From an optimization exercise on the open Yosys and OpenROAD flow, aimed at small area; shortcuts taken in it are not production practice.
Where RTL was checked, it was by simulation tests only, not by an equivalence proof against the original.
No functional check of the RTL was part of run 1.
No activity file was given, so power comes from the tool's default toggle rates.

## flow/flow/run.sh

```bash
#!/bin/bash
# Own layout flow: the standard flow (standard.sh) with three changes.
#  * Synthesis maps the logic with an area-oriented ABC script (flow/abc.script)
#    instead of ORFS's speed script. Everything else in synthesis, including the
#    flip-flop mapping, is ORFS's own, so the registers are the standard ones.
#  * Port buffers are the smallest buffer, sky130_fd_sc_hd__buf_1.
#  * CTS inserts no dummy loads.
# Each step's full output goes to a log file in this folder.
set -euo pipefail
W=$(pwd)
rm -rf "$W/scripts_local"
cp -r "$FLOW_HOME/scripts" "$W/scripts_local"
cp "$W/flow/abc.script" "$W/scripts_local/abc_speed.script"
export SCRIPTS_DIR="$W/scripts_local"
export BUFFER_PORTS_ARGS="-buffer_cell sky130_fd_sc_hd__buf_1"
export CTS_ARGS="-sink_clustering_enable -repair_clock_nets -dont_use_dummy_load"
bash standard.sh synth > "$W/flow_synth.log" 2>&1
bash standard.sh finish > "$W/flow_finish.log" 2>&1
```

## flow/flow/abc.script

```
strash
&get -n
&st
&deepsyn -J 100
&st
&dch
&nf -a
&put
topo
```

## flow/standard.sh

```bash
#!/bin/bash
# synth_recipe.tcl (not shown) runs the flow's synth.tcl, then flattens the netlist and writes it again
# the make line also repeats each setting of config.mk as NAME=value (left out here)
make -C /OpenROAD-flow-scripts/flow DESIGN_CONFIG=/design/flow/config.mk WORK_HOME=/design/flow/orfs CLKGATE_MAP_FILE= SYNTH_SCRIPT=/design/flow/synth_recipe.tcl "${@:-finish}"
```

## flow/config.mk

```make
export PLATFORM = sky130hd
export DESIGN_NAME = TS101
export DESIGN_NICKNAME = TS101
export VERILOG_FILES = /design/flow/design.v
export SDC_FILE = /design/flow/constraint.sdc
export NUM_CORES = 4
export LEC_CHECK = 0
export CAP_MARGIN = 20
export CORE_MARGIN = 2
export CORE_UTILIZATION = 40
export SLEW_MARGIN = 20
```

## flow/constraint.sdc

```tcl
create_clock -name core_clock -period 10.0 [get_ports {CLK}]
set_input_delay 2.0000 -clock core_clock [delete_from_list [all_inputs] [get_ports {CLK}]]
set_output_delay 2.0000 -clock core_clock [all_outputs]
set_load 0.01 [all_outputs]
```

## flow/design.v

```verilog
`timescale 1ns/1ps
module DEBOUNCER(
    input   XRST,
    input   CLK,
    input   XDIN,
    output  XDOUT
);
reg [15:0] Q;
reg        PH;
reg        R0;
wire n5    = ~|Q[14:5];
wire n4    = n5 & ~Q[4];
wire zlo   = ~|Q[3:0];
wire Z     = n4 & zlo;
wire W     = PH & ~Q[15] & n4;
wire START = XDIN & ~R0;
wire NLF   = Q[15] ^ Q[6] ^ ~(Q[0] & ~Q[7] & Q[12]);
wire FB    = Z ? (~Q[15] & (PH | START)) : NLF;
always @(posedge CLK or posedge XRST) begin
    if (XRST) begin
        Q  <= 16'd0;
        PH <= 1'b0;
        R0 <= 1'b0;
    end else begin
        Q  <= {Q[14:0], FB};
        PH <= PH ^ (Z & Q[15]);
        R0 <= W ? (R0 & (XDIN | ~zlo)) : XDIN;
    end
end
assign XDOUT = R0 & PH & ~Q[15] & n5 & (&Q[4:0]);
endmodule
`timescale 1ns/1ps
module LED_7SEG_IF(
    input           XRST,
    input           CLK,
    input           EN,
    input           RDY,
    input   [15:0]  DATA,
    output  [7:0]   LED_7SEG,
    output  [3:0]   LED_7COM
);
reg [11:0] L;
reg [3:0]  H;
wire zl    = (L[10:0] == 11'd0);
wire fb    = EN & (L[11] ^ zl ^ (L[3] | L[6]));
wire carry = L[11] & zl;
always @(posedge CLK) begin
    L <= {L[10:0], fb};
    H <= EN ? H + {3'd0, carry} : 4'd0;
end
wire [1:0] sel   = H[3:2];
wire       blank = (H[1:0] == 2'b11);
wire [3:0] digit = (sel == 2'b11) ? DATA[15:12] :
                   (sel == 2'b10) ? DATA[11:8]  :
                   (sel == 2'b01) ? DATA[7:4]   :
                                    DATA[3:0];
function [6:0] F_ENC;
    input [3:0] D;
    case (D)
    4'd0:    F_ENC = 7'b1000000;
    4'd1:    F_ENC = 7'b1111001;
    4'd2:    F_ENC = 7'b0100100;
    4'd3:    F_ENC = 7'b0110000;
    4'd4:    F_ENC = 7'b0011001;
    4'd5:    F_ENC = 7'b0010010;
    4'd6:    F_ENC = 7'b0000010;
    4'd7:    F_ENC = 7'b1111000;
    4'd8:    F_ENC = 7'b0000000;
    4'd9:    F_ENC = 7'b0010000;
    default: F_ENC = 7'b1111111;
    endcase
endfunction
assign LED_7SEG = EN ? {~(sel == 2'b10), F_ENC(digit)} : {8{~RDY}};
assign LED_7COM = (~EN | blank) ? 4'b1111 : ~(4'b0001 << sel);
endmodule
`timescale 1ns/1ps
module STOPWATCH(
    input           XRST,
    input           CLK,
    input           ON_OFF,
    input           RESET,
    input           START_STOP,
    output  [2:0]   LED,
    output          ON,
    output          RDY,
    output  [15:0]  TIME
);
reg        R_ON, R_RDY, R_RUN;
reg  [9:0] R_CNT;
reg  [3:0] S1;
reg  [2:0] S10;
reg  [3:0] M1;
reg  [2:0] M10;
wire on_n  = R_ON ? ~ON_OFF : (ON_OFF & ~R_RDY);
wire rdy_n = R_ON ? (~ON_OFF & (R_RDY ? ~START_STOP : RESET)) : (ON_OFF & ~R_RDY);
wire run_n = R_ON & ~ON_OFF & (R_RDY ? START_STOP : (~RESET & (R_RUN ^ START_STOP)));
assign LED  = {run_n, rdy_n, on_n};
assign ON   = R_ON;
assign RDY  = R_RDY;
assign TIME = {1'b0, M10, M1, 1'b0, S10, S1};
always @(posedge CLK or posedge XRST) begin
    if (XRST) begin
        R_ON  <= 1'b0;
        R_RDY <= 1'b1;
        R_RUN <= 1'b0;
    end else begin
        R_ON  <= on_n;
        R_RDY <= rdy_n;
        R_RUN <= run_n;
    end
end
wire clr  = ~R_ON | R_RDY;
wire pfb  = R_CNT[9] ^ (~R_CNT[1] | (R_CNT[4] & ~R_CNT[6]));
wire tick = R_RUN & (R_CNT == 10'h200);
wire t_s1  = tick;
wire c_s1  = t_s1 & S1[0] & S1[3];
wire t_s10 = c_s1;
wire c_s10 = t_s10 & S10[0] & S10[2];
wire t_m1  = c_s10;
wire c_m1  = t_m1 & M1[0] & M1[3];
wire t_m10 = c_m1;
function [3:0] BCD10;
    input [3:0] Q;
    input       T;
    BCD10 = Q ^ {T & Q[0] & (Q[3] | (Q[2] & Q[1])),
                 T & Q[0] & Q[1],
                 T & Q[0] & ~Q[3],
                 T};
endfunction
function [2:0] BCD6;
    input [2:0] Q;
    input       T;
    BCD6 = Q ^ {T & Q[0] & (Q[2] | Q[1]),
                T & Q[0] & ~Q[2],
                T};
endfunction
always @(posedge CLK) begin
    if (clr) begin
        R_CNT <= 10'd0;
        S1    <= 4'd0;
        S10   <= 3'd0;
        M1    <= 4'd0;
        M10   <= 3'd0;
    end else begin
        if (R_RUN)
            R_CNT <= {R_CNT[8:0], pfb};
        S1  <= BCD10(S1, t_s1);
        S10 <= BCD6(S10, t_s10);
        M1  <= BCD10(M1, t_m1);
        M10 <= BCD6(M10, t_m10);
    end
end
endmodule
`timescale 1ns/1ps
module TS101(
	input        XRST,         
	input        CLK,          
	input  [2:0] KEY,          
	output [2:0] LED,          
	output [3:0] LED_7COM,     
	output [7:0] LED_7SEG      
);
    wire S_KEY0;
    wire S_KEY1;
    wire S_KEY2;
    wire S_ON;
    wire S_RDY;
    wire [15:0] S_TIME;
    DEBOUNCER inst1 (.CLK(CLK), .XRST(XRST), .XDIN(KEY[2]), .XDOUT(S_KEY2));
    DEBOUNCER inst2 (.CLK(CLK), .XRST(XRST), .XDIN(KEY[1]), .XDOUT(S_KEY1));
    DEBOUNCER inst3 (.CLK(CLK), .XRST(XRST), .XDIN(KEY[0]), .XDOUT(S_KEY0));
    STOPWATCH inst4 (
        .CLK(CLK), .XRST(XRST), .ON_OFF(S_KEY0), .RESET(S_KEY1), .START_STOP(S_KEY2),
        .LED(LED), .ON(S_ON), .RDY(S_RDY), .TIME(S_TIME)
    );
    LED_7SEG_IF inst5 (
        .CLK(CLK), .XRST(XRST), .EN(S_ON), .RDY(S_RDY), .DATA(S_TIME),
        .LED_7SEG(LED_7SEG), .LED_7COM(LED_7COM)
    );
endmodule
```

==> flow_summary.yaml, run 1 <==
outcome:
  status: "no timing/DRC/antenna violations"
setup_path:
  cp-start-kind: "flip-flop"
  path_buf_inv: 3
  cp_top_family: "compound AO/OA/AOI/OAI gates"
  crit_type: "flip-flop to output port"
  cpPeakStageDelay_ns: 0.52
  slowest_stage: "dfxtp_1"
  crit_top_cell: "clkinv_1"
  reg2reg_slack_ns: 7.23
  arrival_ns: 2.48
  critPathCaptureType: "output port"
  worst_ep_required_time_ns: 8.00
  cp_cell_sequence: "nor2b_1 > a21oi_1 > o211ai_1 > clkinv_1 > ha_1 > clkinv_1 > o22ai_1 > a211oi_1 > buf_1"
  cp_max_fo: 10
clock_tree:
  post_cts_resize_count: 0
  htree_levels: 3
  cts_tree: "built"
  postCtsSetupBuffers: 0
  path_clk_slew_ns: 0.09
  root_buffer: "clkbuf_8"
  clkLatencyLatePin_ns: 0.35
  cts.sinks: 97
  hold_buffers: 0
  clock_path_buffers: 2
  cts-buffers-inserted: 9
placement:
  place_ws_ns: 5.87
  dp_cells: 421
  portBuffers: 19
  dpl_cell_area_um2: 3720
  gp_congestion: 0.779
  hpwl_um: 4110
synthesis:
  synth_common_cells: "dfrtp_1 (56), dfxtp_1 (40), a21oi_1 (21)"
  synth_edf_count: 0
  synth_most_common_cell: "dfrtp_1"
  syn_inst: 296
  ys_types: 38
  synth-main-ff-cell: "dfrtp_1"
  yosys_warnings: 3
  yosys.area.top_type: "dfrtp_1"
  synthArstFlopShare: 0.588
  netlist.area_leader.share: 0.397
  synth_area_um2: 3530
  ys_ff_latch: 97
  netlist_top_cells_area: "dfrtp_1 (40%), dfxtp_1 (23%), ha_1 (4.3%)"
  syn-num-nets: 313
  seq_area_frac_synth: 0.632
  synth_area_per_cell_um2: 11.9
timing:
  hold-worst-slack_ns: 0.336
  tightestPinTransition_ns: 0.679
  finClkSkew_ns: 0.0238
  slew_violations: 0
  setup_viol: 0
  fin_crit_sh: 0.448
  relSlewSlack: 0.547
  min_period_ns: 4.48
  max_freq_mhz: 223
  layout_setup_ws_ns: 5.52
  rsz0062_at_grt: "false"
  finalHoldViolations: 0
  tns_ns: 0
cells_and_area:
  synthToLayoutAreaGrowth_pct: 8.94
  nNetsFinal: 341
  fillCellCount: 824
  antenna_cells: 0
  utilization: 0.445
  finalNonFillerCells: 430
  drive_gt1_frac: 0.0435
  design_area_um2: 3840
detailed_routing:
  ant_nets: 0
  drcViolationCount: 0
  num_vias: 2217
  drt_iter0_drc: 95
  drt_pass1_iterations: 6
  avgRoutedWirePerCell_um: 13.7
  routed_wl_um: 5880
  avgViaCountPerCell: 5.16
run:
  max-cap-violations: 0
floorplan:
  die_y_um: 97.9
  core_area_um2: 8640
  die_w_um: 97.9
  ioPinCount: 20
  initial_core_util: 0.409
  placementRows: 34
  die_area_um2: 9590
pwr:
  ir_worst_vdd_v: 0.0000678
  finalPower_uw: 590
  leakage_nw: 1.47
  power_density_nw_per_um2: 153
hold_path:
  hold_path.class: "flip-flop to flip-flop"
grt:
  antenna_found_initial: 0
  grt_pass1_vias: 2195
  grt-ovfl-total: 0
  grt_start_max_net_pins: 58
  grt_usage: 0.132
  grt_pass1_wl_um: 10200
==> path summary, 6_finish.rpt <==
check,from,to,cells past startpoint
setup / recovery,inst5.H[3],LED_7SEG[4],9
hold / removal,inst5.L[9],inst5.L[10],0
setup reg to reg,inst4.R_CNT[4],inst4.M10[1],12
hold reg to reg,inst5.L[9],inst5.L[10],0
max in group asynchronous,XRST,inst3.Q[12],3
min in group asynchronous,XRST,inst2.Q[12],3
==> cell usage in the layout, fill, tap and decap left out, types with 10 or more instances in the layout <==
cell type,synthesis,final
dfrtp_1,56,56
dfxtp_1,40,40
nand2_1,13,13
buf_1,0,19
a21oi_1,21,21
ha_1,12,12
nor2_1,17,17
nor2b_1,11,11
clkinv_1,11,10
o21ai_0,10,10
nor4_1,11,11
==> sequential cells by signal (all words and copies together), names as in the netlist, 4 cells and up <==
name	cells
inst3.Q	16
inst4.S1	4
inst4.R_CNT	10
inst1.Q	16
inst5.L	12
inst5.H	4
inst2.Q	16
inst4.M1	4
==> logic make-up after synthesis <==
logic type / share of synthesized area
simple gates: 0.159
flops: 0.632
compound gates: 0.111
buf+inv: 0.0181
fa+ha+maj: 0.0426
xor+xnor: 0.0248
mux: 0.0128
==> layout make-up <==
| type | instances | area, um^2 | share of cell area |
|---|---|---|---|
| multi-input combinational | 185 | 1240 | 0.322 |
| tap | 108 | 135 | 0.0352 |
| sequential | 97 | 2230 | 0.580 |
| clock buffer | 9 | 124 | 0.0322 |
| timing repair buffer | 20 | 78.8 | 0.0205 |
| inverter | 11 | 41.3 | 0.0107 |
==> routing by layer <==
metal	share of wire	vias up	track usage
li1	-	1123	-
met1	0.50	1057	0.176
met2	0.46	31	0.207
met3	0.030	6	0.0451
met4	0.012	0	0.0374
met5	0	-	0
==> report_power, final <==
part	internal [mW]	switching (mW)	leakage, nW
Combinational	0.00154	0.00515	0.473
Clock	0.0809	0.112	0.0647
Sequential	0.390	0.000543	0.928
==> run 2, diff against run 1 <==
--- a/flow/design.v
+++ b/flow/design.v
@@ -10,7 +10,4 @@
 reg        R0;
-wire n5    = ~|Q[14:5];
-wire n4    = n5 & ~Q[4];
-wire zlo   = ~|Q[3:0];
-wire Z     = n4 & zlo;
-wire W     = PH & ~Q[15] & n4;
+reg        V;
+wire Z     = (Q[14:0] == 15'd0);
 wire START = XDIN & ~R0;
@@ -18,2 +15,3 @@
 wire FB    = Z ? (~Q[15] & (PH | START)) : NLF;
+wire SAMP  = Z & ~Q[15] & PH;
 always @(posedge CLK or posedge XRST) begin
@@ -26,6 +24,10 @@
         PH <= PH ^ (Z & Q[15]);
-        R0 <= W ? (R0 & (XDIN | ~zlo)) : XDIN;
+        R0 <= XDIN;
     end
 end
-assign XDOUT = R0 & PH & ~Q[15] & n5 & (&Q[4:0]);
+always @(posedge CLK) begin
+    if (SAMP)
+        V <= XDIN & R0;
+end
+assign XDOUT = V & PH & (Q == 16'h001F);
 endmodule
@@ -89,8 +91,8 @@
 reg  [9:0] R_CNT;
-reg  [3:0] S1;
-reg  [2:0] S10;
-reg  [3:0] M1;
-reg  [2:0] M10;
-wire on_n  = R_ON ? ~ON_OFF : (ON_OFF & ~R_RDY);
-wire rdy_n = R_ON ? (~ON_OFF & (R_RDY ? ~START_STOP : RESET)) : (ON_OFF & ~R_RDY);
+reg  [3:0] R_SEC_X1;
+reg  [2:0] R_SEC_X10;
+reg  [3:0] R_MIN_X1;
+reg  [2:0] R_MIN_X10;
+wire on_n  = R_ON ^ ON_OFF;
+wire rdy_n = R_ON ? (~ON_OFF & (R_RDY ? ~START_STOP : RESET)) : ON_OFF;
 wire run_n = R_ON & ~ON_OFF & (R_RDY ? START_STOP : (~RESET & (R_RUN ^ START_STOP)));
@@ -99,3 +101,3 @@
 assign RDY  = R_RDY;
-assign TIME = {1'b0, M10, M1, 1'b0, S10, S1};
+assign TIME = {1'b0, R_MIN_X10, R_MIN_X1, 1'b0, R_SEC_X10, R_SEC_X1};
 always @(posedge CLK or posedge XRST) begin
@@ -112,40 +114,24 @@
 wire clr  = ~R_ON | R_RDY;
-wire pfb  = R_CNT[9] ^ (~R_CNT[1] | (R_CNT[4] & ~R_CNT[6]));
-wire tick = R_RUN & (R_CNT == 10'h200);
-wire t_s1  = tick;
-wire c_s1  = t_s1 & S1[0] & S1[3];
-wire t_s10 = c_s1;
-wire c_s10 = t_s10 & S10[0] & S10[2];
-wire t_m1  = c_s10;
-wire c_m1  = t_m1 & M1[0] & M1[3];
-wire t_m10 = c_m1;
-function [3:0] BCD10;
-    input [3:0] Q;
-    input       T;
-    BCD10 = Q ^ {T & Q[0] & (Q[3] | (Q[2] & Q[1])),
-                 T & Q[0] & Q[1],
-                 T & Q[0] & ~Q[3],
-                 T};
-endfunction
-function [2:0] BCD6;
-    input [2:0] Q;
-    input       T;
-    BCD6 = Q ^ {T & Q[0] & (Q[2] | Q[1]),
-                T & Q[0] & ~Q[2],
-                T};
-endfunction
+wire tick = R_RUN & (R_CNT == 10'd999);
+wire c1   = tick & (R_SEC_X1 == 4'd9);
+wire c2   = c1 & (R_SEC_X10 == 3'd5);
+wire c3   = c2 & (R_MIN_X1 == 4'd9);
 always @(posedge CLK) begin
     if (clr) begin
-        R_CNT <= 10'd0;
-        S1    <= 4'd0;
-        S10   <= 3'd0;
-        M1    <= 4'd0;
-        M10   <= 3'd0;
+        R_CNT     <= 10'd0;
+        R_SEC_X1  <= 4'd0;
+        R_SEC_X10 <= 3'd0;
+        R_MIN_X1  <= 4'd0;
+        R_MIN_X10 <= 3'd0;
     end else begin
         if (R_RUN)
-            R_CNT <= {R_CNT[8:0], pfb};
-        S1  <= BCD10(S1, t_s1);
-        S10 <= BCD6(S10, t_s10);
-        M1  <= BCD10(M1, t_m1);
-        M10 <= BCD6(M10, t_m10);
+            R_CNT <= tick ? 10'd0 : R_CNT + 10'd1;
+        if (tick)
+            R_SEC_X1 <= c1 ? 4'd0 : R_SEC_X1 + 4'd1;
+        if (c1)
+            R_SEC_X10 <= c2 ? 3'd0 : R_SEC_X10 + 3'd1;
+        if (c2)
+            R_MIN_X1 <= c3 ? 4'd0 : R_MIN_X1 + 4'd1;
+        if (c3)
+            R_MIN_X10 <= (R_MIN_X10 == 3'd5) ? 3'd0 : R_MIN_X10 + 3'd1;
     end
==> flow/run.sh (new file) <==
#!/bin/bash
# synth_recipe.tcl (not shown) runs the flow's synth.tcl, then flattens the netlist and writes it again
# the make line also repeats each setting of config.mk as NAME=value (left out here)
make -C /OpenROAD-flow-scripts/flow DESIGN_CONFIG=/design/flow/config.mk WORK_HOME=/design/flow/orfs CLKGATE_MAP_FILE= SYNTH_SCRIPT=/design/flow/synth_recipe.tcl finish
removed: flow/flow/run.sh
removed: flow/flow/abc.script
removed: flow/standard.sh
==> flow_summary.yaml, run 2 <==
outcome:
  status: "no timing/DRC/antenna violations"
setup_path:
  cp_max_fo: 3
  cp-start-kind: "flip-flop"
  arrival_ns: 2.85
  worst_ep_required_time_ns: 8.00
  crit_type: "flip-flop to output port"
  critPathCaptureType: "output port"
floorplan:
  initial_core_util: 0.417
  ioPinCount: 20
  die_y_um: 103
  core_area_um2: 9330
  die_area_um2: 10500
  die_w_um: 103
  placementRows: 35
cells_and_area:
  nNetsFinal: 390
  fillCellCount: 863
  layout_common_cells: "dfrtp_1 (56), dfxtp_1 (40), nor2_1 (39), nand2_1 (28)"
  synthToLayoutAreaGrowth_pct: 13.0
  largestRegisters: "inst1.Q: 16 flops, inst2.Q: 16 flops, inst3.Q: 16 flops"
  antenna_cells: 0
  final_common_cell: "dfrtp_1"
  drive_gt1_frac: 0.0686
grt:
  grt_pass1_wl_um: 11500
  antenna_found_initial: 0
  grt-ovfl-total: 0
  grt_start_max_net_pins: 58
  grt_usage: 0.142
  grt_pass1_vias: 2424
timing:
  finClkSkew_ns: 0.00677
  finalHoldViolations: 0
  tns_ns: 0
  layout_setup_ws_ns: 5.15
  fin_crit_sh: 0.485
  tightestPinTransition_ns: 0.662
  setup_viol: 0
  rsz0062_at_grt: "false"
  max_freq_mhz: 206
  slew_violations: 0
  relSlewSlack: 0.559
  min_period_ns: 4.85
detailed_routing:
  avgViaCountPerCell: 4.91
  drt_pass1_iterations: 4
  drt_iter0_drc: 65
  drcViolationCount: 0
  routed_wl_um: 6660
  num_vias: 2495
  avgRoutedWirePerCell_um: 13.1
  ant_nets: 0
synthesis:
  synth_area_um2: 3890
  netlist_top_cells_area: "dfrtp_1 (36%), dfxtp_1 (21%), nor2_1 (3.8%)"
  ys_types: 48
  synth_common_cells: "dfrtp_1 (56), dfxtp_1 (40), nor2_1 (39)"
  synth-main-ff-cell: "dfrtp_1"
  synth_most_common_cell: "dfrtp_1"
  synthArstFlopShare: 0.570
  syn_inst: 354
  synth_area_per_cell_um2: 11.0
  syn-num-nets: 370
  synth_edf_count: 3
  ys_ff_latch: 100
  yosys.area.top_type: "dfrtp_1"
  netlist.area_leader.share: 0.360
  seq_area_frac_synth: 0.596
  yosys_warnings: 3
clock_tree:
  clock_path_buffers: 2
  postCtsSetupBuffers: 0
  clkLatencyLatePin_ns: 0.36
  cts.sinks: 100
  htree_levels: 3
  cts-buffers-inserted: 9
  hold_buffers: 0
  cts_tree: "built"
  root_buffer: "clkbuf_8"
  post_cts_resize_count: 0
  path_clk_slew_ns: 0.09
placement:
  place_ws_ns: 5.44
  hpwl_um: 4540
  gp_congestion: 0.781
  portBuffers: 19
pwr:
  leakage_nw: 1.62
  ir_worst_vdd_v: 0.000105
  power_density_nw_per_um2: 154
hold_path:
  hold_path.class: "flip-flop to flip-flop"
run:
  max-cap-violations: 0
run 2: per-stage QoR:
step	hold slack, ns	power, mW	cells	cell area, um^2	util
after floorplan	0.331	0.417	354	3890	-
after global placement	0.339	0.420	492	4180	0.448
after detailed placement	0.338	0.420	492	4180	0.448
after CTS	0.356	0.685	508	4400	0.471
after global routing	0.358	0.702	508	4400	0.471
final	0.355	0.677	508	4400	0.471
run 2: logic make-up after synthesis:
family | Yosys count | synth area share
AOI/OAI and AO/OA | 42 | 0.0611
xor gates and xnor gates | 26 | 0.0585
adders and majority gates | 11 | 0.0354
buffers and inverters | 23 | 0.0286
DFF | 100 | 0.596
muxes | 4 | 0.0199
and+or+nand+nor | 148 | 0.201
run 2: final cells by class:
cell class	count	area, um^2	area share
clock buffers	12	178	0.0404
clock inverters	4	37.5	0.00853
inverters	13	51.3	0.0117
multi-input cells	231	1460	0.332
flip-flops and latches	100	2320	0.527
well taps	129	161	0.0367
repair buffers	19	190	0.0432
run 2: per-layer routing:
metal | up-vias | GRT usage | wire length [um]
li1 | 1263 | - | -
met1 | 1198 | 0.199 | 3310
met2 | 23 | 0.212 | 3050
met3 | 11 | 0.0325 | 172
met4 | 0 | 0.0615 | 128
met5 | - | 0 | 0
run 2: worst max-delay path: stages, from the launching register on:
cell and delay [ns]:
dfrtp_1 0.39, nor4_1 0.28, nand3_1 0.14, nor4_1 0.55, xnor2_1 0.12, o31ai_1 0.39
clkdlybuf4s50_1 0.61
run 2: where the power goes:
part | total (mW) | internal, mW | switching [mW]
clock network | 0.266 | 0.124 | 0.141
logic | 0.00704 | 0.00206 | 0.00498
registers | 0.404 | 0.404 | 0.000297
run 2: final timing paths:
path,start,endpoint,slack [ns],cells after the start
min in group asynchronous,XRST,inst2.Q[14],2.09,2
worst max-delay path,inst1.Q[8],LED[2],5.15,6
worst max register to register,inst4.R_SEC_X1[0],inst4.R_MIN_X1[2],7.86,6
worst min register to register,inst5.L[9],inst5.L[10],0.35,0
max in group asynchronous,XRST,inst2.Q[4],7.48,2
worst min-delay path,inst5.L[9],inst5.L[10],0.35,0

[static timing again, ports no longer ideal]
Ports are ideal in the flow. The routed layouts listed here were re-timed in OpenROAD. Step 1 assumes that a clkbuf_16 drives the clock port and a buf_2 every other input. Step 2 times the ports against the registers' clock, not the clock port: input delays grow and output delays shrink by t, the midpoint of the rising clock arrivals with the driver on. Slacks: ideal ports / drivers / drivers and shift; pairs: ideal ports / drivers.
run | shift t [ns] | slack for setup (ns) | worst setup path after step 2 | clock arrival spread, ns
run 1 | 0.366 | 5.518 / 5.490 / 5.856 | register to output | 0.024 / 0.024
run 2 | 0.394 | 5.150 / 5.117 / 5.511 | register to output | 0.007 / 0.006
After both steps every run listed still meets setup and hold.
